This is an optimization exercise on Yosys and OpenROAD, whose aim is small area and a short achievable clock period, not a production implementation.
At most, simulation tests tie the RTL to the original design; equivalence was not proved.
For runs 1 and 2, only the layout was checked, not whether the RTL still works.
Power figures rest on the tool's default switching activity, not on a simulated workload.

<file path="design.v">
module fp_add #(
    parameter pDATA_WIDTH = 64,
    parameter pEXP_WIDTH  = 11,
    parameter pFRAC_WIDTH = 52
) (
    input  [(pDATA_WIDTH-1):0] in_A,
    input  [(pDATA_WIDTH-1):0] in_B,
    input                      clk,
    input                      rst_n,
    input                      in_valid,
    output [(pDATA_WIDTH-1):0] result,
    output                     out_valid
);
    wire [10:0] ea_s0 = in_A[62:52];
    wire [10:0] eb_s0 = in_B[62:52];
    wire [6:0] dab_s0;
    wire [6:0] dba_s0;
    fpa_add #(.N(7)) u_dab_0 (.a({1'b0, ea_s0[5:0]}), .b({1'b1, ~eb_s0[5:0]}), .ci(1'b1), .s(dab_s0));
    fpa_add #(.N(7)) u_dba_0 (.a({1'b0, eb_s0[5:0]}), .b({1'b1, ~ea_s0[5:0]}), .ci(1'b1), .s(dba_s0));
    wire elt_s0;
    fpa_lt #(.N(11)) u_elt_0 (.a(ea_s0), .b(eb_s0), .lt(elt_s0));
    reg v_al;
    always @(posedge clk or negedge rst_n)
        if (!rst_n) v_al <= 1'b0;
        else v_al <= in_valid;
    reg [63:0] A_al;
    always @(posedge clk) A_al <= in_A;
    reg [63:0] B_al;
    always @(posedge clk) B_al <= in_B;
    reg [6:0] dab_al;
    always @(posedge clk) dab_al <= dab_s0;
    reg [6:0] dba_al;
    always @(posedge clk) dba_al <= dba_s0;
    reg elt_al;
    always @(posedge clk) elt_al <= elt_s0;
    wire xa_s1 = &A_al[62:52];
    wire xb_s1 = &B_al[62:52];
    wire mza_s1 = ~|A_al[51:0];
    wire mzb_s1 = ~|B_al[51:0];
    wire nan_s1 = (xa_s1 & ~mza_s1) | (xb_s1 & ~mzb_s1) | (xa_s1 & xb_s1 & (A_al[63] ^ B_al[63]));
    wire spec_s1 = xa_s1 | xb_s1;
    wire isg_s1 = xa_s1 ? A_al[63] : B_al[63];
    wire [5:0] sh_s1 = elt_al ? dba_al[5:0] : dab_al[5:0];
    wire [5:0] hab_s1;
    wire [5:0] hba_s1;
    fpa_add #(.N(6)) u_hab_1 (.a({1'b0, A_al[62:58]}), .b({1'b1, ~B_al[62:58]}), .ci(~dab_al[6]), .s(hab_s1));
    fpa_add #(.N(6)) u_hba_1 (.a({1'b0, B_al[62:58]}), .b({1'b1, ~A_al[62:58]}), .ci(~dba_al[6]), .s(hba_s1));
    wire sat_s1 = (~hab_s1[5] & |hab_s1[4:0]) | (~hba_s1[5] & |hba_s1[4:0]);
    wire eeq_s1 = (A_al[62:52] == B_al[62:52]);
    wire ha_s1 = |A_al[62:52];
    wire hb_s1 = |B_al[62:52];
    wire [52:0] bm_s1 = elt_al ? {hb_s1, B_al[51:0]} : {ha_s1, A_al[51:0]};
    wire [52:0] sm_s1 = elt_al ? {ha_s1, A_al[51:0]} : {hb_s1, B_al[51:0]};
    wire [10:0] be_s1 = elt_al ? B_al[62:52] : A_al[62:52];
    wire mlt_s1;
    fpa_lt #(.N(52)) u_mlt_1 (.a(A_al[51:0]), .b(B_al[51:0]), .lt(mlt_s1));
    wire swap_s1 = elt_al | (eeq_s1 & mlt_s1);
    wire swm_s1 = eeq_s1 & mlt_s1;
    wire sgn_s1 = nan_s1 ? 1'b0 : (spec_s1 ? isg_s1 : (swap_s1 ? B_al[63] : A_al[63]));
    wire sub_s1 = A_al[63] ^ B_al[63];
    wire [55:0] r0_s1 = {sm_s1, 3'b000};
    wire [55:0] r1_s1 = sh_s1[0] ? {1'd0, r0_s1[55:1]} : r0_s1;
    wire t1_s1 = sh_s1[0] & r0_s1[0];
    wire [55:0] r2_s1 = sh_s1[1] ? {2'd0, r1_s1[55:2]} : r1_s1;
    wire t2_s1 = sh_s1[1] & |r1_s1[1:0];
    wire [55:0] r3_s1 = sh_s1[2] ? {4'd0, r2_s1[55:4]} : r2_s1;
    wire t3_s1 = sh_s1[2] & |r2_s1[3:0];
    wire s3_s1 = sh_s1[3] | sat_s1;
    wire s4_s1 = sh_s1[4] | sat_s1;
    wire s5_s1 = sh_s1[5] | sat_s1;
    wire [55:0] r4_s1 = s3_s1 ? {8'd0, r3_s1[55:8]} : r3_s1;
    wire t4_s1 = s3_s1 & |r3_s1[7:0];
    wire [55:0] r5_s1 = s4_s1 ? {16'd0, r4_s1[55:16]} : r4_s1;
    wire t5_s1 = s4_s1 & |r4_s1[15:0];
    wire [55:0] r6_s1 = s5_s1 ? {32'd0, r5_s1[55:32]} : r5_s1;
    wire t6_s1 = s5_s1 & |r5_s1[31:0];
    wire [55:0] al_s1 = {r6_s1[55:1], r6_s1[0] | t1_s1 | t2_s1 | t3_s1 | t4_s1 | t5_s1 | t6_s1};
    wire [10:0] be1_s1;
    fpa_inc #(.N(11)) u_be1_1 (.a(be_s1), .ci(1'b1), .s(be1_s1), .co());
    reg v_add;
    always @(posedge clk or negedge rst_n)
        if (!rst_n) v_add <= 1'b0;
        else v_add <= v_al;
    reg [55:0] al_add;
    always @(posedge clk) al_add <= al_s1;
    reg [10:0] be1_add;
    always @(posedge clk) be1_add <= be1_s1;
    reg [52:0] bm_add;
    always @(posedge clk) bm_add <= bm_s1;
    reg nan_add;
    always @(posedge clk) nan_add <= nan_s1;
    reg sgn_add;
    always @(posedge clk) sgn_add <= sgn_s1;
    reg spec_add;
    always @(posedge clk) spec_add <= spec_s1;
    reg sub_add;
    always @(posedge clk) sub_add <= sub_s1;
    reg swm_add;
    always @(posedge clk) swm_add <= swm_s1;
    wire ib_s2 = sub_add & swm_add;
    wire ia_s2 = sub_add & ~swm_add;
    wire [56:0] sum0_s2;
    fpa_add #(.N(57)) u_add_2 (.a({1'b0, bm_add, 3'b000} ^ {57{ib_s2}}), .b({1'b0, al_add} ^ {57{ia_s2}}), .ci(sub_add), .s(sum0_s2));
    wire [56:0] sum_s2 = spec_add ? {1'b1, 51'd0, nan_add, 4'd0} : sum0_s2;
    wire [10:0] bex_s2 = spec_add ? 11'h7FF : be1_add;
    reg v_n1;
    always @(posedge clk or negedge rst_n)
        if (!rst_n) v_n1 <= 1'b0;
        else v_n1 <= v_add;
    reg [10:0] bex_n1;
    always @(posedge clk) bex_n1 <= bex_s2;
    reg sgn_n1;
    always @(posedge clk) sgn_n1 <= sgn_add;
    reg [56:0] sum_n1;
    always @(posedge clk) sum_n1 <= sum_s2;
    wire z5_s3 = ~|sum_n1[56:25];
    wire [56:0] n1_s3 = z5_s3 ? {sum_n1[24:0], 32'd0} : sum_n1;
    wire z4_s3 = ~|n1_s3[56:41];
    wire [56:0] n2_s3 = z4_s3 ? {n1_s3[40:0], 16'd0} : n1_s3;
    wire [10:0] eh_s3;
    fpa_add #(.N(11)) u_eh_3 (.a(bex_n1), .b({5'b11111, ~z5_s3, ~z4_s3, 4'b1111}), .ci(1'b1), .s(eh_s3));
    wire z3_s4 = ~|n2_s3[56:49];
    wire [56:0] n3_s4 = z3_s4 ? {n2_s3[48:0], 8'd0} : n2_s3;
    wire z2_s5 = ~|n3_s4[56:53];
    wire [56:0] n4_s5 = z2_s5 ? {n3_s4[52:0], 4'd0} : n3_s4;
    reg v_n4;
    always @(posedge clk or negedge rst_n)
        if (!rst_n) v_n4 <= 1'b0;
        else v_n4 <= v_n1;
    reg [10:0] eh_n4;
    always @(posedge clk) eh_n4 <= eh_s3;
    reg [56:0] n4_n4;
    always @(posedge clk) n4_n4 <= n4_s5;
    reg sgn_n4;
    always @(posedge clk) sgn_n4 <= sgn_n1;
    reg z2_n4;
    always @(posedge clk) z2_n4 <= z2_s5;
    reg z3_n4;
    always @(posedge clk) z3_n4 <= z3_s4;
    wire z1_s6 = ~|n4_n4[56:55];
    wire [56:0] n5_s6 = z1_s6 ? {n4_n4[54:0], 2'd0} : n4_n4;
    wire z0_s6 = ~n5_s6[56];
    wire [56:0] n6_s6 = z0_s6 ? {n5_s6[55:0], 1'd0} : n5_s6;
    wire zero_s6 = ~n6_s6[56];
    wire [10:0] e1_s6;
    fpa_add #(.N(11)) u_e1_6 (.a(eh_n4), .b({7'b1111111, ~z3_n4, ~z2_n4, ~z1_s6, ~z0_s6}), .ci(1'b1), .s(e1_s6));
    wire rup_s6 = n6_s6[3] & (n6_s6[4] | |n6_s6[2:0]);
    wire [51:0] fm_s6 = n6_s6[55:4];
    wire [10:0] fe_s6 = zero_s6 ? 11'd0 : e1_s6;
    wire fs_s6 = sgn_n4 & ~zero_s6;
    wire fr_s6 = rup_s6;
    wire [62:0] mr_s7;
    fpa_inc #(.N(63)) u_inc_7 (.a({fe_s6, fm_s6}), .ci(fr_s6), .s(mr_s7), .co());
    wire [63:0] res_s7 = {fs_s6, mr_s7};
    reg v_o;
    always @(posedge clk or negedge rst_n)
        if (!rst_n) v_o <= 1'b0;
        else v_o <= v_n4;
    reg [63:0] res_o;
    always @(posedge clk) res_o <= res_s7;
    assign result = res_o;
    assign out_valid = v_o;
endmodule
module fpa_add #(parameter N = 8) (
    input  [N-1:0] a,
    input  [N-1:0] b,
    input          ci,
    output [N-1:0] s
);
    localparam M = N + 1;
    localparam L = (M <= 2) ? 1 : (M <= 4) ? 2 : (M <= 8) ? 3 : (M <= 16) ? 4 : (M <= 32) ? 5 : (M <= 64) ? 6 : 7;
    wire [M-1:0] g0 = {a & b, ci};
    wire [M-1:0] p0 = {a ^ b, 1'b0};
    wire [(L+1)*M-1:0] G, P;
    assign G[M-1:0] = g0;
    assign P[M-1:0] = p0;
    genvar l, i;
    generate
        for (l = 0; l < L; l = l + 1) begin : lv
            for (i = 0; i < M; i = i + 1) begin : bt
                if ((i >> l) & 1) begin : c
                    assign G[(l+1)*M+i] = G[l*M+i] | (P[l*M+i] & G[l*M+((i>>l)<<l)-1]);
                    assign P[(l+1)*M+i] = P[l*M+i] & P[l*M+((i>>l)<<l)-1];
                end else begin : w
                    assign G[(l+1)*M+i] = G[l*M+i];
                    assign P[(l+1)*M+i] = P[l*M+i];
                end
            end
        end
    endgenerate
    assign s = p0[M-1:1] ^ G[L*M +: N];
endmodule
module fpa_inc #(parameter N = 8) (
    input  [N-1:0] a,
    input          ci,
    output [N-1:0] s,
    output         co
);
    localparam M = N + 1;
    localparam L = (M <= 2) ? 1 : (M <= 4) ? 2 : (M <= 8) ? 3 : (M <= 16) ? 4 : (M <= 32) ? 5 : (M <= 64) ? 6 : 7;
    wire [(L+1)*M-1:0] P;
    assign P[M-1:0] = {a, ci};
    genvar l, i;
    generate
        for (l = 0; l < L; l = l + 1) begin : lv
            for (i = 0; i < M; i = i + 1) begin : bt
                if ((i >> l) & 1) begin : c
                    assign P[(l+1)*M+i] = P[l*M+i] & P[l*M+((i>>l)<<l)-1];
                end else begin : w
                    assign P[(l+1)*M+i] = P[l*M+i];
                end
            end
        end
    endgenerate
    assign s = a ^ P[L*M +: N];
    assign co = P[L*M+N];
endmodule
module fpa_lt #(parameter N = 8) (
    input  [N-1:0] a,
    input  [N-1:0] b,
    output         lt
);
    localparam L = (N <= 2) ? 1 : (N <= 4) ? 2 : (N <= 8) ? 3 : (N <= 16) ? 4 : (N <= 32) ? 5 : (N <= 64) ? 6 : 7;
    localparam W = 1 << L;
    wire [W-1:0] g0 = {{(W-N){1'b0}}, ~a & b};
    wire [W-1:0] e0 = {{(W-N){1'b1}}, ~(a ^ b)};
    wire [2*W-1:0] G, E;
    assign G[W +: W] = g0;
    assign E[W +: W] = e0;
    genvar i;
    generate
        for (i = 1; i < W; i = i + 1) begin : nd
            assign G[i] = G[2*i+1] | (E[2*i+1] & G[2*i]);
            assign E[i] = E[2*i+1] & E[2*i];
        end
    endgenerate
    assign lt = G[1];
endmodule
</file>
<file path="flow/run.sh">
#!/bin/bash
bash standard.sh ADDER_MAP_FILE= SETUP_SLACK_MARGIN=8.95 \
  "CTS_ARGS=-sink_clustering_enable -repair_clock_nets -sink_clustering_size 24 -sink_clustering_max_diameter 80 -dont_use_dummy_load" \
  "BUFFER_PORTS_ARGS=-buffer_cell sky130_fd_sc_hd__buf_2" finish > standard.log 2>&1
</file>
<file path="standard.sh">
#!/bin/bash
# synth_recipe.tcl (not shown) runs the flow's synth.tcl, then flattens the netlist and writes it again
# the make line also repeats each setting of config.mk as NAME=value (left out here)
make -C /OpenROAD-flow-scripts/flow DESIGN_CONFIG=/design/flow/config.mk WORK_HOME=/design/flow/orfs CLKGATE_MAP_FILE= SYNTH_SCRIPT=/design/flow/synth_recipe.tcl "${@:-finish}"
</file>
<file path="config.mk">
export PLATFORM = sky130hd
export DESIGN_NAME = fp_add
export DESIGN_NICKNAME = fp_add
export VERILOG_FILES = /design/flow/design.v
export SDC_FILE = /design/flow/constraint.sdc
export NUM_CORES = 8
export LEC_CHECK = 0
export ABC_AREA = 1
export CAP_MARGIN = 20
export CORE_MARGIN = 2
export CORE_UTILIZATION = 50
export SLEW_MARGIN = 20
</file>
<file path="constraint.sdc">
create_clock -name core_clock -period 12.5 [get_ports {clk}]
set_input_delay 2.5000 -clock core_clock [delete_from_list [all_inputs] [get_ports {clk}]]
set_output_delay 2.5000 -clock core_clock [all_outputs]
set_load 0.01 [all_outputs]
</file>
==> results of run 1 <==
## power by group
part           total, W  switching [W]  leakage [nW]  internal, W
sequential      0.00215       0.000234          4.01      0.00191
combinational   0.00265        0.00175          10.7     0.000902
clock          0.000898       0.000490         0.357     0.000409
total           0.00570        0.00247          15.1      0.00322
## area by class of cell
| class | instances | area (sq um) |
|---|---|---|
| clock buffers | 29 | 726 |
| well taps | 696 | 871 |
| inverters | 476 | 1800 |
| repair buffers | 247 | 1800 |
| fillers | 5437 | 23700 |
| flip-flops and latches | 476 | 9570 |
| repair inverters | 2 | 12.5 |
| multi-input cells | 3107 | 15100 |
| diodes | 7 | 17.5 |
## sequential cells by signal (all words and copies together) (netlist names), 6 cells and up
name,cells
A_al,64
B_al,64
al_add,56
be1_add,11
bex_n1,11
bm_add,53
dab_al,7
dba_al,6
eh_n4,11
n4_n4,57
res_o,64
sum_n1,57
## worst paths after layout
path                            depth (start not counted)   endpoint  startpoint  slack, ps
worst max register to register                         19  al_add[0]    A_al[60]       9210
max in group asynchronous                               1        v_o       rst_n      10660
worst max-delay path                                    1  out_valid         v_o       8930
worst min-delay path                                    0     sgn_n1     sgn_add        320
min in group asynchronous                               1      v_add       rst_n       1690
worst min register to register                          0     sgn_n1     sgn_add        320
## kinds of logic after synthesis
kind of cell              after synthesis  synth area share, %
xor gates and xnor gates              190                 6.15
AOI/OAI and AO/OA                     624                 12.4
and+or+nand+nor                      2266                 35.3
DFF                                   476                 35.3
muxes                                  19                0.703
buffers and inverters                 656                 10.1
## stage by stage
step	total power [W]	hold WS, ps	setup WS [ps]	cell area (sq um)	utilization (%)
final	0.00570	318	8930	29900	55.8
after global routing	0.00616	324	8900	29900	55.8
after CTS	0.00561	319	8890	29200	54.5
after detailed placement	0.00468	312	7880	28200	52.6
after global placement	0.00467	311	7910	28200	52.6
after floorplan	0.00399	310	8900	27100	-
## layout by cell type (no fill, tap or decap), types with 58 or more instances in the layout
cell and count:
o21ai_0 387, nand4_1 58, nand2_1 1371, nor2_1 363, a21oi_1 109, nand3_1 255, buf_2 186, dfxtp_1 460
xor2_1 150, inv_1 453
## layer usage
| metal | share of wire, % | vias to the layer above | track usage, % |
|---|---|---|---|
| li1 | - | 13559 | - |
| met1 | 42 | 11079 | 35.0 |
| met2 | 46 | 776 | 47.1 |
| met3 | 4.6 | 228 | 2.95 |
| met4 | 6.9 | 2 | 16.8 |
| met5 | 0.013 | - | 0 |
## timing repair
| item | 4_1_cts | 5_1_grt |
|---|---|---|
| cloned | 2 | 17 |
| pin swaps | 1 | 12 |
| gates resized for setup | 47 | 75 |
| endpoints found under the setup margin | 221 | 189 |
| buffers inserted | 9 | 8 |
==> flow_metrics.tcl, run 1 <==
set metrics [dict create \
    dp_cells 4968 \
    p_leak_nw 15.1 \
    grt_overflow 0 \
    status "finished clean" \
    grt_first_pass_wirelength_um 125000 \
    synth-seq-cells 476 \
    fin_cells 5040 \
    firstDrtPassIters 6 \
    grt_usage_pct 28.1 \
    syn_nets 4362 \
    synth_top_area_share_pct 34.9 \
    min_period_ps 3570 \
    powerDensity_mw_per_mm2 190 \
    synthDistinctLibCells 59 \
    post-route-drc-count 0 \
    worst-path-buf-inv 1 \
    cts_tree "built" \
    core_sq_mm 0.0536 \
    place_congestion 0.992 \
    slowest_stage "dfrtp_1" \
    crit_fanout 1 \
    start_util_pct 50.4 \
    synth_edf_count 0 \
    setup_viol_count_final 0 \
    vdd_drop_max_mv 0.113 \
    crit_path_end_kind "primary output" \
    grt_pass1_vias 22933 \
    min_path_type "reg2reg" \
    hold_viol 0 \
    drt_wl_total_um 83700 \
    cts_root_buf "clkbuf_16" \
    synth_ff_type "dfxtp_1" \
    ant_nets 0 \
    ys_seq_area_share_pct 35.3 \
    drt_iter0_markers 2098 \
    required_ps 10000 \
    nNetsFinal 4470 \
    yosysMostFrequentCell "nand2_1" \
    io_buffers 195 \
    syn_to_final_growth_pct 10.6 \
    start_kind "flop" \
    ys_async_sr_fraction_pct 1.05 \
    clockBufferDepth 3 \
    drive_gt1_share_pct 10.2 \
    ys_warn_count 1 \
    ios 196 \
    ctsHoldBuffers 0 \
    dpl.hpwl_um 64200 \
    rsz0062_at_grt "yes" \
    fmax_ghz 0.280 \
    synth_commonest_cells "nand2_1 (1383), dfxtp_1 (471), inv_1 (457)" \
    crit_path_cell_trace "buf_2" \
    vias_per_cell 5.09 \
    cts_max_level 1 \
    wl_per_cell_um 16.6 \
    tns_ps 0 \
    yosysTopAreaCell "dfxtp_1" \
    post-route-period-util_pct 28.5 \
    worst-setup-path-type "reg2out" \
    die_h_um 237 \
    antenna_found_initial 7 \
    syn_avg_cell_area_sq_um 6.39 \
    path_delay_family "flip-flops" \
    synth_cells 4231 \
    num_rows 85 \
    grt_max_degree 119 \
    cts_buffers 29 \
    insertion_delay_ps 610 \
    clock_sinks 476 \
    synth_area_leaders "dfxtp_1 (35%), nand2_1 (19%), o21ai_0 (7.2%)" \
    max_stage_delay_ps 360 \
    crit_arrival_ps 1070 \
    die_area_sq_mm 0.0560 \
    chipWidth_um 237 \
    slew_violations 0 \
    synth_area_sq_mm 0.0270 \
    path_clk_slew_ps 90 \
    vias 25644 \
    drv_cap 0 \
    slew_headroom_pct 24.3 \
    finClkSkew_ps 44.7 \
    worstMarginPinSlew_ps 1120 \
]
==> run 2, diff against run 1 <==
==> flow/run.sh (replaced) <==
#!/bin/bash
bash standard.sh ADDER_MAP_FILE= SETUP_SLACK_MARGIN=8.9 \
  "CTS_ARGS=-sink_clustering_enable -repair_clock_nets -sink_clustering_size 16 -sink_clustering_max_diameter 60 -dont_use_dummy_load -buf_list sky130_fd_sc_hd__clkbuf_8 -root_buf sky130_fd_sc_hd__clkbuf_16" \
  "BUFFER_PORTS_ARGS=-buffer_cell sky130_fd_sc_hd__buf_2" finish > standard.log 2>&1
--- a/config.mk
+++ b/config.mk
@@ -8,5 +8,5 @@
 export ABC_AREA = 1
 export CAP_MARGIN = 20
 export CORE_MARGIN = 2
-export CORE_UTILIZATION = 50
+export CORE_UTILIZATION = 60
 export SLEW_MARGIN = 20
==> flow_metrics.tcl, run 2 <==
set metrics [dict create \
    synth_top_area_share_pct 34.9 \
    finClkSkew_ps 69.6 \
    p_clk_share_pct 15.1 \
    powerDensity_mw_per_mm2 189 \
    final_area_sq_mm 0.0294 \
    synth-seq-cells 476 \
    power_frac_comb_pct 46.3 \
    final_cell_mix "nand2_1 (1376), dfxtp_1 (466), inv_1 (454), o21ai_0 (387), nor2_1 (363)" \
    vdd_drop_max_mv 0.124 \
    cts_root_buf "clkbuf_16" \
    min_period_ps 3550 \
    synth_commonest_cells "nand2_1 (1383), dfxtp_1 (471), inv_1 (457)" \
    ant_nets 0 \
    crit_path_end_kind "primary output" \
    crit_arrival_ps 1050 \
    status "finished clean" \
    post-route-period-util_pct 28.4 \
    drt_wl_total_um 78500 \
    r2r_end "al_add[6]" \
    grt_first_pass_wirelength_um 120000 \
    place_area_sq_mm 0.0281 \
    intPower_w 0.00312 \
    cts_max_level 2 \
    max_stage_delay_ps 360 \
    slew_violations 0 \
    p_leak_nw 14.9 \
    path_clk_slew_ps 90 \
    clock_sinks 476 \
    synth_ff_type "dfxtp_1" \
    swShare_pct 43.7 \
    cts_buffers 43 \
    grt_overflow 0 \
    ys_async_sr_fraction_pct 1.05 \
    regToRegStartpoint "elt_al" \
    num_rows 77 \
    die_area_sq_mm 0.0468 \
    ys_warn_count 1 \
    grt_max_degree 109 \
    yosysMostFrequentCell "nand2_1" \
    rr_worst_depth 16 \
    seqPwrFrac_pct 38.6 \
    p_switching_w 0.00242 \
    rsz0062_at_grt "yes" \
    wl_per_cell_um 15.9 \
    p_total_w 0.00554 \
    io_buffers 195 \
    drv_cap 0 \
    top_regs "A_al (64), B_al (64), res_o (64)" \
    vias 26112 \
    grt_usage_pct 32.1 \
    firstDrtPassIters 9 \
    synth_area_sq_mm 0.0270 \
    synth_cells 4231 \
    drt_iter0_markers 2033 \
    start_util_pct 61.0 \
    syn_to_final_growth_pct 8.62 \
    tns_ps 0 \
    worst-setup-path-type "reg2out" \
    worst-path-buf-inv 1 \
    fmax_ghz 0.281 \
    slowest_stage "dfrtp_1" \
    insertion_delay_ps 570 \
    ys_seq_area_share_pct 35.3 \
    final_common_cell "nand2_1" \
    chipWidth_um 216 \
    vias_per_cell 5.28 \
    synth_edf_count 0 \
    required_ps 10000 \
    drive_gt1_share_pct 10.0 \
    nNetsFinal 4478 \
    cts_tree "built" \
    slew_headroom_pct 26.6 \
    ctsHoldBuffers 0 \
    path_delay_family "flip-flops" \
    place_congestion 1.03 \
    syn_nets 4362 \
    hp-start "bex_n1[3]" \
    whs_path_depth 0 \
    antenna_found_initial 5 \
    clockBufferDepth 3 \
    regToRegSetupSlack_ps 9020 \
    yosysTopAreaCell "dfxtp_1" \
    start_kind "flop" \
    synthDistinctLibCells 59 \
    holdPathEnd "eh_n4[3]" \
    hold_viol 0 \
    synth_area_leaders "dfxtp_1 (35%), nand2_1 (19%), o21ai_0 (7.2%)" \
    grt_pass1_vias 23220 \
    core_sq_mm 0.0443 \
    post-route-drc-count 0 \
    syn_avg_cell_area_sq_um 6.39 \
    ios 196 \
    die_h_um 216 \
    setup_viol_count_final 0 \
    min_path_type "reg2reg" \
    crit_path_cell_trace "buf_2" \
    dpl.hpwl_um 60000 \
    worstMarginPinSlew_ps 1090 \
    crit_fanout 1 \
]
run 2: cell counts after synthesis:
No cell type changed its count.
run 2: stage by stage:
step	hold WS, ps	worst slack [ps]	util, %	cells
finish	333	8950	66.3	4943
global route	337	8770	66.3	4943
CTS	334	8910	65.2	4913
detailed placement	312	8030	63.3	4863
global placement	312	8060	63.3	4863
floorplan	310	8900	-	4231
run 2: power by group through the flow:
stage / logic, W / registers [W] / clock network (W)
CTS: 0.00249 / 0.00214 / 0.000848
finish: 0.00257 / 0.00214 / 0.000836
floorplan: 0.00186 / 0.00213 / 0
global route: 0.00291 / 0.00218 / 0.000900
global placement: 0.00245 / 0.00216 / 0
detailed placement: 0.00247 / 0.00217 / 0
run 2: repair_timing:
action | 4_1_cts | 5_1_grt
resized for setup | 36 | 46
endpoints found under the hold margin | 0 | 0
pin swaps | 3 | 8
buffers inserted | 4 | 14
gates cloned | 3 | 10
endpoints found under the setup margin | 166 | 139
run 2: area by class of cell:
cell class,instances,area [sq um]
flip-flops and latches,476,9570
repair inverters,2,12.5
diodes,6,15.0
inverters,476,1800
well taps,592,741
repair buffers,243,1570
multi-input cells,3105,15000
fillers,4260,14900
clock buffers,43,648
run 2: worst max path at each step:
stage	to	cells after the start	startpoint
5_1_grt	al_add[0]	23	A_al[60]
4_1_cts	res_o[56]	13	n4_n4[56]
3_3_place_gp	n4_n4[52]	25	sum_n1[25]
6_report	out_valid	1	v_o
2_1_floorplan	elt_al	11	in_B[53]
3_5_place_dp	n4_n4[12]	25	sum_n1[31]
run 2: cell families (layout without fill, tap and decap cells):
group	after synthesis	count (layout)	synth area share, %
AND/OR/NAND/NOR	2266	2272	35.3
AO/OA/AOI/OAI	624	624	12.4
flip-flops	476	476	35.3
XOR/XNOR	190	190	6.15
other	0	6	0
multiplexers	19	19	0.703
buffers and inverters	656	764	10.1
run 2: routing by layer:
| metal | vias up | routed length [um] | track usage (%) |
|---|---|---|---|
| met5 | - | 0 | 0 |
| met4 | 0 | 5490 | 19.3 |
| met3 | 278 | 4590 | 5.33 |
| met2 | 907 | 36800 | 54.8 |
| met1 | 11336 | 31700 | 37.9 |
| li1 | 13591 | - | - |
==> run 3, diff against run 2 <==
--- a/design.v
+++ b/design.v
@@ -15,10 +15,11 @@
     wire [10:0] eb_s0 = in_B[62:52];
     wire [6:0] dab_s0;
     wire [6:0] dba_s0;
+    wire [5:0] dh_s0;
     fpa_add #(.N(7)) u_dab_0 (.a({1'b0, ea_s0[5:0]}), .b({1'b1, ~eb_s0[5:0]}), .ci(1'b1), .s(dab_s0));
     fpa_add #(.N(7)) u_dba_0 (.a({1'b0, eb_s0[5:0]}), .b({1'b1, ~ea_s0[5:0]}), .ci(1'b1), .s(dba_s0));
-    wire elt_s0;
-    fpa_lt #(.N(11)) u_elt_0 (.a(ea_s0), .b(eb_s0), .lt(elt_s0));
+    fpa_add #(.N(6)) u_dh_0 (.a({1'b0, ea_s0[10:6]}), .b({1'b1, ~eb_s0[10:6]}), .ci(1'b1), .s(dh_s0));
+    wire elt_s0 = dh_s0[5] | (~|dh_s0 & dab_s0[6]);
     reg v_al;
     always @(posedge clk or negedge rst_n)
         if (!rst_n) v_al <= 1'b0;
@@ -31,6 +32,8 @@
     always @(posedge clk) dab_al <= dab_s0;
     reg [6:0] dba_al;
     always @(posedge clk) dba_al <= dba_s0;
+    reg [5:0] dh_al;
+    always @(posedge clk) dh_al <= dh_s0;
     reg elt_al;
     always @(posedge clk) elt_al <= elt_s0;
     wire xa_s1 = &A_al[62:52];
@@ -40,13 +43,12 @@
     wire nan_s1 = (xa_s1 & ~mza_s1) | (xb_s1 & ~mzb_s1) | (xa_s1 & xb_s1 & (A_al[63] ^ B_al[63]));
     wire spec_s1 = xa_s1 | xb_s1;
     wire isg_s1 = xa_s1 ? A_al[63] : B_al[63];
+    wire dh0_s1 = ~|dh_al;
+    wire dh1_s1 = (dh_al == 6'd1);
+    wire dhm_s1 = (dh_al == 6'h3F);
+    wire sat_s1 = (~dh_al[5] & ~dh0_s1 & ~dh1_s1) | (dh1_s1 & ~dab_al[6]) | (dh_al[5] & ~dhm_s1) | (dhm_s1 & ~dba_al[6]);
     wire [5:0] sh_s1 = elt_al ? dba_al[5:0] : dab_al[5:0];
-    wire [5:0] hab_s1;
-    wire [5:0] hba_s1;
-    fpa_add #(.N(6)) u_hab_1 (.a({1'b0, A_al[62:58]}), .b({1'b1, ~B_al[62:58]}), .ci(~dab_al[6]), .s(hab_s1));
-    fpa_add #(.N(6)) u_hba_1 (.a({1'b0, B_al[62:58]}), .b({1'b1, ~A_al[62:58]}), .ci(~dba_al[6]), .s(hba_s1));
-    wire sat_s1 = (~hab_s1[5] & |hab_s1[4:0]) | (~hba_s1[5] & |hba_s1[4:0]);
-    wire eeq_s1 = (A_al[62:52] == B_al[62:52]);
+    wire eeq_s1 = dh0_s1 & ~|dab_al[5:0];
     wire ha_s1 = |A_al[62:52];
     wire hb_s1 = |B_al[62:52];
     wire [52:0] bm_s1 = elt_al ? {hb_s1, B_al[51:0]} : {ha_s1, A_al[51:0]};
==> flow/run.sh (replaced) <==
#!/bin/bash
bash standard.sh ADDER_MAP_FILE= SETUP_SLACK_MARGIN=8.95 \
  "CTS_ARGS=-sink_clustering_enable -repair_clock_nets -sink_clustering_size 24 -sink_clustering_max_diameter 80 -dont_use_dummy_load" \
  "BUFFER_PORTS_ARGS=-buffer_cell sky130_fd_sc_hd__buf_2" finish > standard.log 2>&1
--- a/config.mk
+++ b/config.mk
@@ -8,5 +8,5 @@
 export ABC_AREA = 1
 export CAP_MARGIN = 20
 export CORE_MARGIN = 2
-export CORE_UTILIZATION = 60
+export CORE_UTILIZATION = 50
 export SLEW_MARGIN = 20
==> flow_metrics.tcl, run 3 <==
set metrics [dict create \
    hp-start "sgn_add" \
    final_common_cell "nand2_1" \
    ios 196 \
    synthDistinctLibCells 66 \
    cts_root_buf "clkbuf_16" \
    min_path_type "reg2reg" \
    io_buffers 195 \
    min_period_ps 3620 \
    p_leak_nw 14.5 \
    crit_fanout 1 \
    nNetsFinal 4289 \
    yosysMostFrequentCell "nand2_1" \
    ys_warn_count 1 \
    path_clk_slew_ps 90 \
    regToRegStartpoint "sum_n1[28]" \
    diodes 0 \
    yosysTopAreaCell "dfxtp_1" \
    dpl.hpwl_um 61300 \
    grt_max_degree 111 \
    syn_to_final_growth_pct 9.14 \
    synth_area_leaders "dfxtp_1 (36%), nand2_1 (18%), o21ai_0 (6.8%)" \
    fmax_ghz 0.276 \
    place_congestion 1.00 \
    drt_iter0_markers 2048 \
    start_kind "flop" \
    wl_per_cell_um 16.4 \
    drt_wl_total_um 79500 \
    preCtsSetupSlack_ps 8160 \
    die_h_um 236 \
    core_sq_mm 0.0529 \
    cts_tree "built" \
    num_rows 84 \
    insertion_delay_ps 620 \
    rr_worst_depth 16 \
    die_area_sq_mm 0.0556 \
    post-route-drc-count 0 \
    vias_per_cell 5.17 \
    grt_pass1_vias 22254 \
    worst-setup-path-type "reg2out" \
    synth_cells 4070 \
    slowest_stage "dfrtp_1" \
    final_cell_mix "nand2_1 (1262), dfxtp_1 (451), inv_1 (410), o21ai_0 (357), nor2_1 (321)" \
    ys_seq_area_share_pct 36.0 \
    hold_viol 0 \
    finClkSkew_ps 81.3 \
    clockBufferDepth 3 \
    synth_commonest_cells "nand2_1 (1265), dfxtp_1 (477), inv_1 (414)" \
    grt_overflow 0 \
    antenna_found_initial 3 \
    ant_nets 0 \
    rsz0062_at_grt "yes" \
    crit_path_end_kind "primary output" \
    synth_ff_type "dfxtp_1" \
    regToRegSetupSlack_ps 9120 \
    ctsHoldBuffers 0 \
    drv_cap 0 \
    max_stage_delay_ps 370 \
    top_regs "A_al (64), B_al (64), res_o (64)" \
    slew_violations 0 \
    required_ps 10000 \
    chipWidth_um 236 \
    grt_first_pass_wirelength_um 121000 \
    path_delay_family "flip-flops" \
    syn_avg_cell_area_sq_um 6.60 \
    holdPathEnd "sgn_n1" \
    cts_buffers 30 \
    synth-seq-cells 482 \
    clock_sinks 482 \
    powerDensity_mw_per_mm2 179 \
    worstMarginPinSlew_ps 1170 \
    vias 25030 \
    whs_path_depth 0 \
    status "finished clean" \
    worst-path-buf-inv 1 \
    ys_async_sr_fraction_pct 1.04 \
    slew_headroom_pct 21.1 \
    crit_path_cell_trace "buf_2" \
    tns_ps 0 \
    cts_max_level 1 \
    r2r_end "n4_n4[54]" \
    start_util_pct 50.8 \
    synth_edf_count 0 \
    synth_area_sq_mm 0.0269 \
    crit_arrival_ps 1120 \
    post-route-period-util_pct 29.0 \
    layout_setup_ws_ps 8880 \
    syn_nets 4201 \
    drive_gt1_share_pct 11.6 \
    synth_top_area_share_pct 35.5 \
    grt_usage_pct 27.1 \
    vdd_drop_max_mv 0.125 \
    firstDrtPassIters 6 \
    setup_viol_count_final 0 \
]
run 3: cell types whose count changed after synthesis, sizes merged, moves of 8 or more:
cell	previous run	this run
and2	12	2
nand3b	10	2
nand2	1398	1281
xnor2	40	53
o21a	15	25
a21boi	13	4
nor2	385	360
or2	48	77
nor4	40	32
inv	472	433
nand3	263	286
run 3: logic make-up (layout without fill, tap and decap cells):
logic type	Yosys count	after routing	synth area share, %
AND/OR/NAND/NOR	2145	2153	34.2
AO/OA/AOI/OAI	611	611	12.3
buffers and inverters	606	684	9.62
flip-flops	482	482	36.0
XOR/XNOR	202	202	6.96
multiplexers	24	24	0.894
run 3: cell type report:
cell class / instances / area (sq um)
multi-input cells: 2990 / 14900
well taps: 688 / 861
fillers: 5569 / 23500
clock buffers: 30 / 751
flip-flops and latches: 482 / 9710
repair buffers: 219 / 1460
inverters: 435 / 1660
run 3: where the power goes:
part	internal [W]	switching, W
combinational	0.000776	0.00144
sequential	0.00189	0.000234
clock	0.000421	0.000495
run 3: what timing repair did:
| action | 4_1_cts | 5_1_grt |
|---|---|---|
| gates cloned | 1 | 9 |
| pin swaps | 1 | 6 |
| resized for setup | 38 | 80 |
| endpoints found under the setup margin | 225 | 187 |
| buffers inserted | 0 | 1 |
run 3: routing by layer:
| layer | wire length [um] | track usage [%] |
|---|---|---|
| met1 | 38400 | 39.8 |
| met4 | 2000 | 7.10 |
| met5 | 0 | 0 |
| met3 | 5820 | 4.66 |
| met2 | 33300 | 41.0 |
run 3: stage by stage:
stage	cells	utilization, %	hold WS [ps]	total power, W	cell area [sq um]
2_1_floorplan	4070	-	310	0.00363	26900
3_3_place_gp	4803	53.1	310	0.00425	28000
3_5_place_dp	4803	53.1	313	0.00425	28000
4_1_cts	4834	54.8	290	0.00520	29000
5_1_grt	4844	55.5	294	0.00566	29300
6_report	4844	55.5	285	0.00525	29300
run 3: how the worst max path moves through the flow:
stage / startpoint / slack [ps] / end / cells past startpoint
final: v_o / 8880 / out_valid / 1
after global routing: v_o / 8830 / out_valid / 1
after CTS: v_o / 8840 / out_valid / 1
after detailed placement: sum_n1[43] / 8160 / n4_n4[1] / 22
after global placement: sum_n1[56] / 8290 / n4_n4[0] / 22
after floorplan: in_B[53] / 8840 / elt_al / 10
run 3: worst register-to-register path, stage by stage, from the launching register on:
cell     delay [ps]
dfxtp_1         400
nor2_1           60
nand2_1          70
nor2_1           40
nand2_1         280
nor2_4          120
nand2_1         100
nand2_1          70
nor2_1          120
nand2_1         100
nor2_4          310
nand2_8         220
inv_1           610
a21oi_1         280
o21ai_2         330
nand3_1         110
nand2_1         140
==> run 4, diff against run 3 <==
--- a/config.mk
+++ b/config.mk
@@ -8,5 +8,5 @@
 export ABC_AREA = 1
 export CAP_MARGIN = 20
 export CORE_MARGIN = 2
-export CORE_UTILIZATION = 50
+export CORE_UTILIZATION = 65
 export SLEW_MARGIN = 20
==> flow_metrics.tcl, run 4 <==
set metrics [dict create \
    preCtsSetupSlack_ps 8200 \
    synthDistinctLibCells 66 \
    ios 196 \
    grt_max_degree 123 \
    hold_viol 0 \
    p_leak_nw 14.5 \
    yosysMostFrequentCell "nand2_1" \
    cts_max_level 1 \
    layout_setup_ws_ps 8870 \
    cts_tree "built" \
    drt_iter0_markers 2860 \
    p_clk_share_pct 17.0 \
    post-route-period-util_pct 29.0 \
    post-route-util_pct 71.3 \
    slew_violations 0 \
    setup_viol_count_final 0 \
    die_h_um 207 \
    crit_path_cell_trace "buf_2" \
    drive_gt1_share_pct 11.6 \
    power_frac_comb_pct 42.3 \
    yosysTopAreaCell "dfxtp_1" \
    area.sequential_sq_mm 0.00972 \
    ys_seq_area_share_pct 36.0 \
    fmax_ghz 0.276 \
    rsz0062_at_grt "yes" \
    gr-max-usage-layer "met2" \
    ys_async_sr_fraction_pct 1.04 \
    vias 25669 \
    diodes 0 \
    drt_wl_total_um 75400 \
    swShare_pct 41.3 \
    synth_edf_count 0 \
    final_common_cell "nand2_1" \
    synth_cells 4070 \
    grt_use_met2_pct 53.3 \
    syn_avg_cell_area_sq_um 6.60 \
    slowest_stage "dfrtp_1" \
    worst-setup-path-type "reg2out" \
    powerDensity_mw_per_mm2 179 \
    worstMarginPinSlew_ps 1010 \
    core_sq_mm 0.0408 \
    clock_sinks 482 \
    synth_top_area_share_pct 35.5 \
    syn_to_final_growth_pct 8.33 \
    path_delay_family "flip-flops" \
    cts_root_buf "clkbuf_16" \
    num_rows 74 \
    ant_nets 0 \
    post-route-drc-count 0 \
    grt_pass1_vias 22994 \
    dpl.hpwl_um 57200 \
    start_util_pct 65.8 \
    insertion_delay_ps 620 \
    io_buffers 195 \
    min_period_ps 3630 \
    top_regs "A_al (64), B_al (64), res_o (64)" \
    worst-path-buf-inv 1 \
    final_cell_mix "nand2_1 (1263), dfxtp_1 (448), inv_1 (409), o21ai_0 (362), nor2_1 (321)" \
    synth_area_leaders "dfxtp_1 (36%), nand2_1 (18%), o21ai_0 (6.8%)" \
    synth_area_sq_mm 0.0269 \
    required_ps 10000 \
    firstDrtPassIters 8 \
    multiInputGateArea_sq_mm 0.0149 \
    crit_arrival_ps 1130 \
    die_area_sq_mm 0.0430 \
    finClkSkew_ps 62.6 \
    ys_warn_count 1 \
    place_congestion 1.01 \
    nNetsFinal 4290 \
    intPower_w 0.00307 \
    chipWidth_um 207 \
    tns_ps 0 \
    min_path_type "reg2reg" \
    crit_path_end_kind "primary output" \
    wl_per_cell_um 16.1 \
    antenna_found_initial 3 \
    grt_usage_pct 33.6 \
    met1_usage_pct 47.3 \
    synth_commonest_cells "nand2_1 (1265), dfxtp_1 (477), inv_1 (414)" \
    synth-seq-cells 482 \
    slew_headroom_pct 31.9 \
    crit_fanout 1 \
    use_met3_pct 4.90 \
    synth_ff_type "dfxtp_1" \
    nFillCells 3615 \
    vias_per_cell 5.47 \
    grt_overflow 0 \
    start_kind "flop" \
    vdd_drop_max_mv 0.149 \
    grt_first_pass_wirelength_um 118000 \
    p_switching_w 0.00216 \
    cts_buffers 28 \
    path_clk_slew_ps 90 \
    max_stage_delay_ps 370 \
    syn_nets 4201 \
    drv_cap 0 \
    status "finished clean" \
    seqPwrFrac_pct 40.7 \
    clockBufferDepth 3 \
]
==> run 4: cell counts after synthesis <==
Identical to the previous run, type by type.
==> run 4: area by class of cell <==
cell class / count / area share (%)
clock buffer: 28 / 2.41
inverter: 435 / 5.71
multi-input combinational: 2989 / 51.1
sequential: 482 / 33.4
tap: 532 / 2.29
timing repair buffer: 223 / 5.09
==> run 4: path summary, 6_finish.rpt <==
kind,startpoint,endpoint,slack (ps),cells past startpoint
min reg2reg,bex_n1[3],eh_n4[3],330,0
min,bex_n1[3],eh_n4[3],330,0
max in group asynchronous,rst_n,v_o,10710,1
max,v_o,out_valid,8870,1
min in group asynchronous,rst_n,v_al,1670,1
max reg2reg,elt_al,al_add[3],9090,14
==> run 4: timing repair <==
item                       in CTS  in global routing
gates cloned                    3                  5
buffers inserted                1                  6
pin swaps                       3                  7
setup endpoints to repair     235                211
gates resized for setup        49                 59
hold buffers                    0                  0
==> run 4: through the flow <==
stage / cell area [sq um] / cells / hold WS, ps / power (W)
final: 29100 / 4689 / 334 / 0.00522
after global routing: 29100 / 4689 / 348 / 0.00558
after CTS: 28800 / 4678 / 334 / 0.00513
after detailed placement: 27800 / 4646 / 313 / 0.00420
after global placement: 27800 / 4646 / 311 / 0.00418
after floorplan: 26900 / 4070 / 310 / 0.00363
==> run 4: kinds of logic (layout without fill, tap and decap cells) <==
family | after synthesis | count (layout) | synth area share (%)
AOI/OAI and AO/OA | 611 | 611 | 12.3
xor gates and xnor gates | 202 | 202 | 6.96
buffers and inverters | 606 | 686 | 9.62
DFF | 482 | 482 | 36.0
muxes | 24 | 24 | 0.894
and+or+nand+nor | 2145 | 2152 | 34.2
==> run 4: power groups by stage <==
stage / Combinational, W / Sequential, W / Clock, W
after floorplan: 0.00154 / 0.00209 / 0
after global placement: 0.00206 / 0.00213 / 0
after detailed placement: 0.00207 / 0.00213 / 0
after CTS: 0.00213 / 0.00211 / 0.000897
after global routing: 0.00249 / 0.00215 / 0.000950
final: 0.00221 / 0.00212 / 0.000889
==> run 4: layer usage <==
layer | wire length [um] | vias up | part of all wire (%)
met5 | 31 | - | 0.041
met4 | 2420 | 4 | 3.2
met3 | 6640 | 156 | 8.8
met2 | 33000 | 1024 | 44
met1 | 33200 | 11397 | 44
li1 | - | 13088 | -
==> run 5, diff against run 4 <==
--- a/config.mk
+++ b/config.mk
@@ -8,5 +8,5 @@
 export ABC_AREA = 1
 export CAP_MARGIN = 20
 export CORE_MARGIN = 2
-export CORE_UTILIZATION = 65
+export CORE_UTILIZATION = 55
 export SLEW_MARGIN = 20
==> flow_metrics.tcl, run 5 <==
set metrics [dict create \
    regToRegSetupSlack_ps 9150 \
    nNetsFinal 4295 \
    synth_edf_count 0 \
    synth_commonest_cells "nand2_1 (1265), dfxtp_1 (477), inv_1 (414)" \
    grt_max_degree 125 \
    top_regs "A_al (64), B_al (64), res_o (64)" \
    fmax_ghz 0.276 \
    clockBufferDepth 3 \
    dpl.hpwl_um 59500 \
    yosysMostFrequentCell "nand2_1" \
    die_area_sq_mm 0.0507 \
    whs_path_depth 0 \
    die_h_um 225 \
    ios 196 \
    io_buffers 195 \
    clock_sinks 482 \
    synth_xor_area_share_pct 6.96 \
    crit_path_end_kind "primary output" \
    path_delay_family "flip-flops" \
    rr_worst_depth 17 \
    start_util_pct 55.4 \
    slowest_stage "dfrtp_1" \
    grt_usage_pct 29.7 \
    crit_arrival_ps 1120 \
    cts_max_level 1 \
    worstMarginPinSlew_ps 988 \
    grt_overflow 0 \
    ant_nets 0 \
    vias_per_cell 5.28 \
    vdd_drop_max_mv 0.128 \
    antenna_found_initial 4 \
    synth_top_family_by_area "simple AND/OR/NAND/NOR gates" \
    p_total_w 0.00522 \
    intPower_w 0.00306 \
    max_stage_delay_ps 380 \
    finClkSkew_ps 54.1 \
    synth_ff_type "dfxtp_1" \
    drt_wl_total_um 77900 \
    drv_cap 0 \
    synth-simple-area-share_pct 34.2 \
    min_path_type "reg2reg" \
    power_frac_comb_pct 43.1 \
    insertion_delay_ps 610 \
    worst-path-buf-inv 1 \
    final_cell_mix "nand2_1 (1258), dfxtp_1 (444), inv_1 (410), o21ai_0 (358), nor2_1 (320)" \
    start_kind "flop" \
    synth_fa_ha_area_share_pct 0 \
    powerDensity_mw_per_mm2 178 \
    synthDistinctLibCells 66 \
    synth_area_leaders "dfxtp_1 (36%), nand2_1 (18%), o21ai_0 (6.8%)" \
    holdPathEnd "sgn_n1" \
    final_common_cell "nand2_1" \
    regToRegStartpoint "elt_al" \
    setup_viol_count_final 0 \
    ys_seq_area_share_pct 36.0 \
    synth_top_area_share_pct 35.5 \
    synth_mux_area_share_pct 0.894 \
    drt_iter0_markers 2592 \
    slew_violations 0 \
    ys_warn_count 1 \
    post-route-drc-count 0 \
    rsz0062_at_grt "yes" \
    cp-startpoint "v_o" \
    wl_per_cell_um 16.3 \
    post-route-period-util_pct 29.0 \
    synth-seq-cells 482 \
    core_sq_mm 0.0485 \
    ys_async_sr_fraction_pct 1.04 \
    met1_usage_pct 44.0 \
    p_switching_w 0.00216 \
    gr-max-usage-layer "met2" \
    hp-start "sgn_add" \
    hold_viol 0 \
    min_period_ps 3620 \
    vias 25270 \
    worst-setup-path-type "reg2out" \
    chipWidth_um 225 \
    tns_ps 0 \
    slew_headroom_pct 33.5 \
    required_ps 10000 \
    swShare_pct 41.4 \
    num_rows 81 \
    synth_area_sq_mm 0.0269 \
    ctsHoldBuffers 0 \
    crit_path_cell_trace "buf_2" \
    place_congestion 0.970 \
    syn_nets 4201 \
    synth_cells 4070 \
    p_leak_nw 14.5 \
    nFillCells 4827 \
    synth_compound_area_share_pct 12.3 \
    r2r_end "al_add[0]" \
    cts_tree "built" \
    grt_pass1_vias 22528 \
    use_met3_pct 2.95 \
    syn_to_final_growth_pct 8.95 \
    grt_first_pass_wirelength_um 120000 \
    p_clk_share_pct 16.4 \
    cts_buffers 27 \
    crit_fanout 1 \
    grt_use_met2_pct 45.9 \
    firstDrtPassIters 8 \
    syn_avg_cell_area_sq_um 6.60 \
    path_clk_slew_ps 90 \
    cts_root_buf "clkbuf_16" \
    drive_gt1_share_pct 12.0 \
    yosysTopAreaCell "dfxtp_1" \
    seqPwrFrac_pct 40.5 \
    status "finished clean" \
    whs_ps 297 \
]
[run 5: cell counts after synthesis]
No cell type changed its count.
[run 5: stage by stage]
stage / cell area (sq um) / std cells / setup WS, ps / utilization (%)
finish: 29300 / 4786 / 8880 / 60.3
CTS: 28800 / 4768 / 8850 / 59.4
global placement: 27900 / 4733 / 8240 / 57.5
detailed placement: 27900 / 4733 / 8220 / 57.5
global route: 29300 / 4784 / 8840 / 60.3
floorplan: 26900 / 4070 / 8840 / -
[run 5: area by class of cell]
class                           count  area, sq um  share of cell area (%)
Antenna cell                        2         5.00                  0.0171
Multi-Input combinational cell   2994        14900                    51.0
Clock buffer                       27          676                    2.31
Sequential cell                   482         9720                    33.2
Timing Repair Buffer              224         1500                    5.11
Inverter                          435         1660                    5.67
Tap cell                          622          778                    2.66
[run 5: worst max-delay path by stage]
stage / to / cells after the start
3_3_place_gp: n4_n4[3] / 22
4_1_cts: out_valid / 1
6_report: out_valid / 1
3_5_place_dp: n4_n4[0] / 22
2_1_floorplan: elt_al / 10
5_1_grt: out_valid / 1
[run 5: repair_timing]
action	4_1_cts	5_1_grt
gates cloned	4	8
pin swaps	2	8
gates resized for setup	32	93
setup endpoints to repair	216	173
hold endpoints to repair	0	0
setup buffers	4	8
[run 5: layer usage]
metal | share of wire [%] | wire length (um) | up-vias
met4 | 2.5 | 1940 | 0
met2 | 43 | 33500 | 890
met1 | 48 | 37200 | 11175
met5 | 0 | 0 | -
met3 | 6.9 | 5380 | 117
li1 | - | - | 13088
[run 5: power by group through the flow]
stage	clock, W	sequential, W	combinational (W)
global placement	0	0.00213	0.00209
global route	0.000928	0.00214	0.00254
finish	0.000858	0.00211	0.00225
CTS	0.000875	0.00210	0.00216
floorplan	0	0.00209	0.00154
detailed placement	0	0.00213	0.00209
[run 5: cells by family (layout without fill, tap and decap cells)]
| group | Yosys count | after routing |
|---|---|---|
| and+or+nand+nor | 2145 | 2157 |
| other | 0 | 2 |
| AOI/OAI and AO/OA | 611 | 611 |
| muxes | 24 | 24 |
| DFF | 482 | 482 |
| buffers and inverters | 606 | 686 |
| xor gates and xnor gates | 202 | 202 |
[run 5: worst register-to-register path, cell delays in order, from the launching register on]
cell,delay [ps]
dfxtp_4,430
inv_2,290
or2_2,200
o21ai_4,60
buf_12,170
inv_1,90
buf_6,320
nand2_1,180
nand2_1,80
inv_1,50
o21ai_0,460
nand2_1,140
a31oi_1,290
nand2_1,80
nor2_1,170
nand3_1,90
nand2_1,60
nand2_1,50
==> run 6, diff against run 5 <==
==> flow/run.sh (replaced) <==
#!/bin/bash
bash standard.sh ADDER_MAP_FILE= SETUP_SLACK_MARGIN=8.9 \
  "CTS_ARGS=-sink_clustering_enable -repair_clock_nets -sink_clustering_size 24 -sink_clustering_max_diameter 80 -dont_use_dummy_load" \
  "BUFFER_PORTS_ARGS=-buffer_cell sky130_fd_sc_hd__buf_2" finish > standard.log 2>&1
--- a/config.mk
+++ b/config.mk
@@ -8,5 +8,5 @@
 export ABC_AREA = 1
 export CAP_MARGIN = 20
 export CORE_MARGIN = 2
-export CORE_UTILIZATION = 55
+export CORE_UTILIZATION = 60
 export SLEW_MARGIN = 20
==> flow_metrics.tcl, run 6 <==
set metrics [dict create \
    start_kind "flop" \
    worstMarginPinSlew_ps 1130 \
    layout_setup_ws_ps 8890 \
    crit_arrival_ps 1110 \
    vias 25332 \
    post-route-period-util_pct 28.9 \
    yosysMostFrequentCell "nand2_1" \
    slowest_stage "dfrtp_1" \
    fin_cells 4747 \
    drt_iter0_markers 2659 \
    fmax_ghz 0.277 \
    grt_pass1_vias 22593 \
    whs_ps 286 \
    tns_ps 0 \
    drt_wl_total_um 74600 \
    antenna_found_initial 2 \
    synth_commonest_cells "nand2_1 (1265), dfxtp_1 (477), inv_1 (414)" \
    vias_per_cell 5.34 \
    cts_root_buf "clkbuf_16" \
    cts_max_level 1 \
    chipWidth_um 216 \
    preCtsSetupSlack_ps 8240 \
    ys_warn_count 1 \
    clock_sinks 482 \
    top_regs "A_al (64), B_al (64), res_o (64)" \
    synth_top_area_share_pct 35.5 \
    path_delay_family "flip-flops" \
    dr.max_layer_used "met5" \
    synth_area_sq_mm 0.0269 \
    grt_usage_pct 31.2 \
    insertion_delay_ps 620 \
    syn_to_final_growth_pct 7.93 \
    synth_edf_count 0 \
    die_area_sq_mm 0.0465 \
    finClkSkew_ps 70.1 \
    wl_per_cell_um 15.7 \
    syn_avg_cell_area_sq_um 6.60 \
    met1_length_um 34700 \
    wl_met2_um 31700 \
    crit_fanout 1 \
    setup_viol_count_final 0 \
    slew_violations 0 \
    place_area_sq_mm 0.0279 \
    place_congestion 1.02 \
    synthDistinctLibCells 66 \
    ys_async_sr_fraction_pct 1.04 \
    start_util_pct 60.8 \
    final_common_cell "nand2_1" \
    powerDensity_mw_per_mm2 177 \
    firstDrtPassIters 6 \
    drv_cap 0 \
    ys_seq_area_share_pct 36.0 \
    p_leak_nw 14.4 \
    synth_area_leaders "dfxtp_1 (36%), nand2_1 (18%), o21ai_0 (6.8%)" \
    ant_nets 0 \
    clockBufferDepth 3 \
    core_sq_mm 0.0442 \
    dp_cells 4707 \
    regToRegSetupSlack_ps 9140 \
    ios 196 \
    io_buffers 195 \
    synth_ff_type "dfxtp_1" \
    path_clk_slew_ps 90 \
    worst-setup-path-type "reg2out" \
    cts_tree "built" \
    post-route-drc-count 0 \
    ctsHoldBuffers 0 \
    yosysTopAreaCell "dfxtp_1" \
    die_h_um 216 \
    slew_headroom_pct 23.6 \
    grt_max_degree 97 \
    crit_path_end_kind "primary output" \
    nNetsFinal 4288 \
    max_stage_delay_ps 360 \
    drive_gt1_share_pct 11.4 \
    wl_met3_um 6050 \
    min_path_type "reg2reg" \
    hold_viol 0 \
    vdd_drop_max_mv 0.126 \
    synth-seq-cells 482 \
    num_rows 77 \
    worst-path-buf-inv 1 \
    grt_overflow 0 \
    synth_cells 4070 \
    status "finished clean" \
    rsz0062_at_grt "yes" \
    syn_nets 4201 \
    grt_first_pass_wirelength_um 118000 \
    diodes 0 \
    crit_path_cell_trace "buf_2" \
    cts_buffers 27 \
    final_area_sq_mm 0.0290 \
    required_ps 10000 \
    dpl.hpwl_um 57600 \
    min_period_ps 3610 \
    final_cell_mix "nand2_1 (1263), dfxtp_1 (457), inv_1 (410), o21ai_0 (358), nor2_1 (321)" \
]
[run 6: cell count changes in the layout (fill, tap and decap cells not counted), sizes merged]
cell    previous run  this run
buf              224       219
diode              2         0
clkbuf            27        29
nor2             366       362
[run 6: kinds of logic (layout without fill, tap and decap cells)]
group / Yosys count / count (layout) / synth area share [%]
AOI/OAI and AO/OA: 611 / 611 / 12.3
xor gates and xnor gates: 202 / 202 / 6.96
buffers and inverters: 606 / 683 / 9.62
DFF: 482 / 482 / 36.0
muxes: 24 / 24 / 0.894
and+or+nand+nor: 2145 / 2153 / 34.2
[run 6: repair_timing]
action,CTS,global route
cloned,1,7
pin swaps,1,6
buffers inserted,2,3
setup endpoints to repair,147,142
gates resized for setup,23,61
[run 6: power breakdown]
| part | switching, W | leakage [nW] | internal (W) |
|---|---|---|---|
| Combinational | 0.00142 | 10.1 | 0.000751 |
| Clock | 0.000478 | 0.333 | 0.000382 |
| Sequential | 0.000220 | 4.06 | 0.00189 |
| Total | 0.00212 | 14.4 | 0.00302 |
[run 6: worst register-to-register path, cell delays in order, from the launching register on]
cell	delay [ps]
dfxtp_1	340
nor3_1	240
nand3_1	110
nand2_1	300
inv_1	160
nor2_4	120
buf_8	290
inv_1	130
buf_4	310
nand3_1	180
o21ai_0	200
o21ai_0	300
nand2_1	80
nor2_1	110
nand2_1	60
nor2_1	90
nand3_1	80
nand2_1	70
nand2_1	50
[run 6: layer usage]
metal | global-route usage, % | vias to the layer above
met5 | 0 | -
met1 | 45.9 | 11219
li1 | - | 13069
met2 | 47.8 | 904
met4 | 8.32 | 2
met3 | 4.55 | 138
[run 6: final cells by class]
class / count / area (sq um)
sequential: 482 / 9710
clock buffer: 27 / 676
inverter: 435 / 1660
multi-input combinational: 2990 / 14900
timing repair buffer: 221 / 1350
tap: 592 / 741
fill: 4213 / 15200
[run 6: worst paths after layout]
| check | cells after the start | to | from |
|---|---|---|---|
| max | 1 | out_valid | v_o |
| min | 0 | sgn_n1 | sgn_add |
| max in group asynchronous | 1 | v_n1 | rst_n |
| max reg2reg | 18 | al_add[0] | dh_al[5] |
| min in group asynchronous | 1 | v_n4 | rst_n |
| min reg2reg | 0 | sgn_n1 | sgn_add |
[run 6: metrics by stage]
step | utilization, % | total power, W
3_5_place_dp | 63.2 | 0.00420
4_1_cts | 65.0 | 0.00508
2_1_floorplan | - | 0.00363
5_1_grt | 65.6 | 0.00552
6_report | 65.6 | 0.00514
3_3_place_gp | 63.2 | 0.00420
==> run 7, diff against run 6 <==
==> flow/run.sh (replaced) <==
#!/bin/bash
bash standard.sh ADDER_MAP_FILE= SETUP_SLACK_MARGIN=8.95 \
  "CTS_ARGS=-sink_clustering_enable -repair_clock_nets -sink_clustering_size 24 -sink_clustering_max_diameter 80 -dont_use_dummy_load" \
  "BUFFER_PORTS_ARGS=-buffer_cell sky130_fd_sc_hd__buf_2" finish > standard.log 2>&1
==> flow_metrics.tcl, run 7 <==
set metrics [dict create \
    setup_viol_count_final 0 \
    fin_cells 4749 \
    syn_to_final_growth_pct 8.26 \
    hold_viol 0 \
    cp.depth 1 \
    diodes 0 \
    synthDistinctLibCells 66 \
    ios 196 \
    synth_area_sq_mm 0.0269 \
    synth_edf_count 0 \
    io_buffers 195 \
    final_area_sq_mm 0.0291 \
    path_clk_slew_ps 90 \
    antenna_found_initial 2 \
    drive_gt1_share_pct 11.5 \
    cts_root_buf "clkbuf_16" \
    core_sq_mm 0.0442 \
    slew_violations 0 \
    vias 25404 \
    top_regs "A_al (64), B_al (64), res_o (64)" \
    finClkSkew_ps 67.5 \
    whs_path_depth 0 \
    die_area_sq_mm 0.0465 \
    ctsHoldBuffers 0 \
    syn_nets 4201 \
    p_leak_nw 14.5 \
    final_common_cell "nand2_1" \
    grt_overflow 0 \
    hp-start "sgn_add" \
    status "finished clean" \
    crit_arrival_ps 1110 \
    grt_first_pass_wirelength_um 119000 \
    synth_ff_type "dfxtp_1" \
    fmax_ghz 0.277 \
    ys_warn_count 1 \
    ant_nets 0 \
    rsz0062_at_grt "yes" \
    synth-seq-cells 482 \
    path_delay_family "flip-flops" \
    post-route-util_pct 65.8 \
    grt_max_degree 97 \
    start_kind "flop" \
    synth_top_area_share_pct 35.5 \
    insertion_delay_ps 620 \
    dpl.hpwl_um 57600 \
    yosysTopAreaCell "dfxtp_1" \
    grt_usage_pct 31.5 \
    rr_worst_depth 15 \
    crit_path_cell_trace "buf_2" \
    synth_cells 4070 \
    ys_seq_area_share_pct 36.0 \
    drt_wl_total_um 74900 \
    regToRegStartpoint "elt_al" \
    worst-setup-path-type "reg2out" \
    worst-path-buf-inv 1 \
    num_rows 77 \
    syn_avg_cell_area_sq_um 6.60 \
    grt_pass1_vias 22646 \
    required_ps 10000 \
    worstMarginPinSlew_ps 1100 \
    post-route-drc-count 0 \
    dp_cells 4707 \
    clockBufferDepth 3 \
    cts_buffers 27 \
    crit_fanout 1 \
    tns_ps 0 \
    crit_path_end_kind "primary output" \
    die_h_um 216 \
    ys_async_sr_fraction_pct 1.04 \
    slowest_stage "dfrtp_1" \
    vias_per_cell 5.35 \
    final_cell_mix "nand2_1 (1263), dfxtp_1 (454), inv_1 (410), o21ai_0 (359), nor2_1 (321)" \
    firstDrtPassIters 6 \
    max_stage_delay_ps 360 \
    yosysMostFrequentCell "nand2_1" \
    vdd_drop_max_mv 0.126 \
    min_period_ps 3610 \
    cts_max_level 1 \
    place_congestion 1.02 \
    post-route-period-util_pct 28.9 \
    drv_cap 0 \
    place_area_sq_mm 0.0279 \
    cp-startpoint "v_o" \
    slew_headroom_pct 25.8 \
    wl_per_cell_um 15.8 \
    powerDensity_mw_per_mm2 178 \
    synth_area_leaders "dfxtp_1 (36%), nand2_1 (18%), o21ai_0 (6.8%)" \
    nNetsFinal 4290 \
    start_util_pct 60.8 \
    drt_iter0_markers 2764 \
    synth_commonest_cells "nand2_1 (1265), dfxtp_1 (477), inv_1 (414)" \
    cts_tree "built" \
    chipWidth_um 216 \
    clock_sinks 482 \
    min_path_type "reg2reg" \
]
-- run 7: cells by family after synthesis --
group	after synthesis	share of synthesized area [%]
XOR/XNOR	202	6.96
buffers and inverters	606	9.62
AND/OR/NAND/NOR	2145	34.2
multiplexers	24	0.894
flip-flops	482	36.0
AO/OA/AOI/OAI	611	12.3
-- run 7: path summary, 6_finish.rpt --
kind	to	slack, ps
setup / recovery	out_valid	8890
hold / removal	sgn_n1	290
setup reg to reg	al_add[0]	9020
hold reg to reg	sgn_n1	290
max in group asynchronous	v_n1	10700
min in group asynchronous	v_n4	1670
-- run 7: where the power goes --
part / total (W) / switching (W) / internal, W
registers: 0.00211 / 0.000222 / 0.00189
logic: 0.00220 / 0.00143 / 0.000767
clock network: 0.000862 / 0.000480 / 0.000382
total: 0.00517 / 0.00213 / 0.00304
-- run 7: worst reg2reg max path, stage by stage (launching register included) --
cell and delay [ps]:
dfxtp_4 430, buf_12 230, o21ai_0 570, nor2_4 70, buf_6 240, inv_1 150
buf_4 470, o21ai_0 350, o21ai_0 300, nand2_1 90, nor2_1 110, nand2_1 60
nor2_1 90, nand3_1 80, nand2_1 70, nand2_1 50
-- run 7: what timing repair did --
action | 4_1_cts | 5_1_grt
pin swaps | 3 | 5
cloned | 3 | 5
setup buffers | 2 | 5
endpoints found under the setup margin | 218 | 186
gates resized for setup | 32 | 62
hold endpoints to repair | 0 | 0
-- run 7: cell type report --
class / count / area (sq um)
clock buffer: 27 / 676
fill: 4206 / 15100
inverter: 435 / 1660
multi-input combinational: 2990 / 14900
sequential: 482 / 9710
tap: 592 / 741
timing repair buffer: 223 / 1430
-- run 7: per-stage QoR --
| stage | hold WS, ps | worst slack [ps] | power [W] |
|---|---|---|---|
| 6_report | 287 | 8890 | 0.00517 |
| 5_1_grt | 285 | 8850 | 0.00555 |
| 4_1_cts | 283 | 8870 | 0.00509 |
| 3_5_place_dp | 314 | 8240 | 0.00420 |
| 3_3_place_gp | 310 | 8340 | 0.00420 |
| 2_1_floorplan | 310 | 8840 | 0.00363 |
-- run 7: metal layers --
layer	global-route usage (%)	vias to the layer above	wire length [um]
met5	0	-	13
met4	8.39	2	2060
met3	4.44	144	5980
met2	48.3	976	31900
met1	46.2	11216	34900
li1	-	13066	-

-- static timing again, ports no longer ideal --
How much do the figures lean on ideal ports? The routed layouts below were timed once more, with nothing changed but the port constraints.
Step 1: set_driving_cell puts a clkbuf_16 on clk and a buf_2 on each other input, an assumption about the parent block.
Step 2 adds t to the input delays and takes it off the output delays; t is the mean of the earliest and latest rising clock arrival at the registers after step 1. Input paths then give back, and output paths get back, about the clock's delay inside the block.
Slacks: ideal ports / drivers / drivers and shift; pairs: ideal ports / drivers.
| run | shift t [ns] | setup WS [ns] | worst hold slack (ns) | worst setup path after step 2 |
|---|---|---|---|---|
| run 1 | 0.649 | 8.932 / 8.869 / 8.495 | 0.318 / 0.318 / 0.318 | input to register |
| run 2 | 0.599 | 8.946 / 8.885 / 8.456 | 0.333 / 0.333 / 0.333 | input to register |
| run 3 | 0.648 | 8.878 / 8.816 / 8.428 | 0.285 / 0.285 / 0.285 | input to register |
| run 4 | 0.649 | 8.871 / 8.813 / 8.468 | 0.334 / 0.334 / 0.334 | input to register |
| run 5 | 0.639 | 8.879 / 8.820 / 8.474 | 0.297 / 0.297 / 0.297 | input to register |
| run 6 | 0.641 | 8.890 / 8.833 / 8.497 | 0.286 / 0.286 / 0.286 | input to register |
| run 7 | 0.642 | 8.891 / 8.834 / 8.495 | 0.287 / 0.287 / 0.287 | input to register |
After both steps every run listed still meets setup and hold. The setup slack of run 2, which loses most, moves by -0.061 ns with the drivers and by -0.490 ns with both steps.
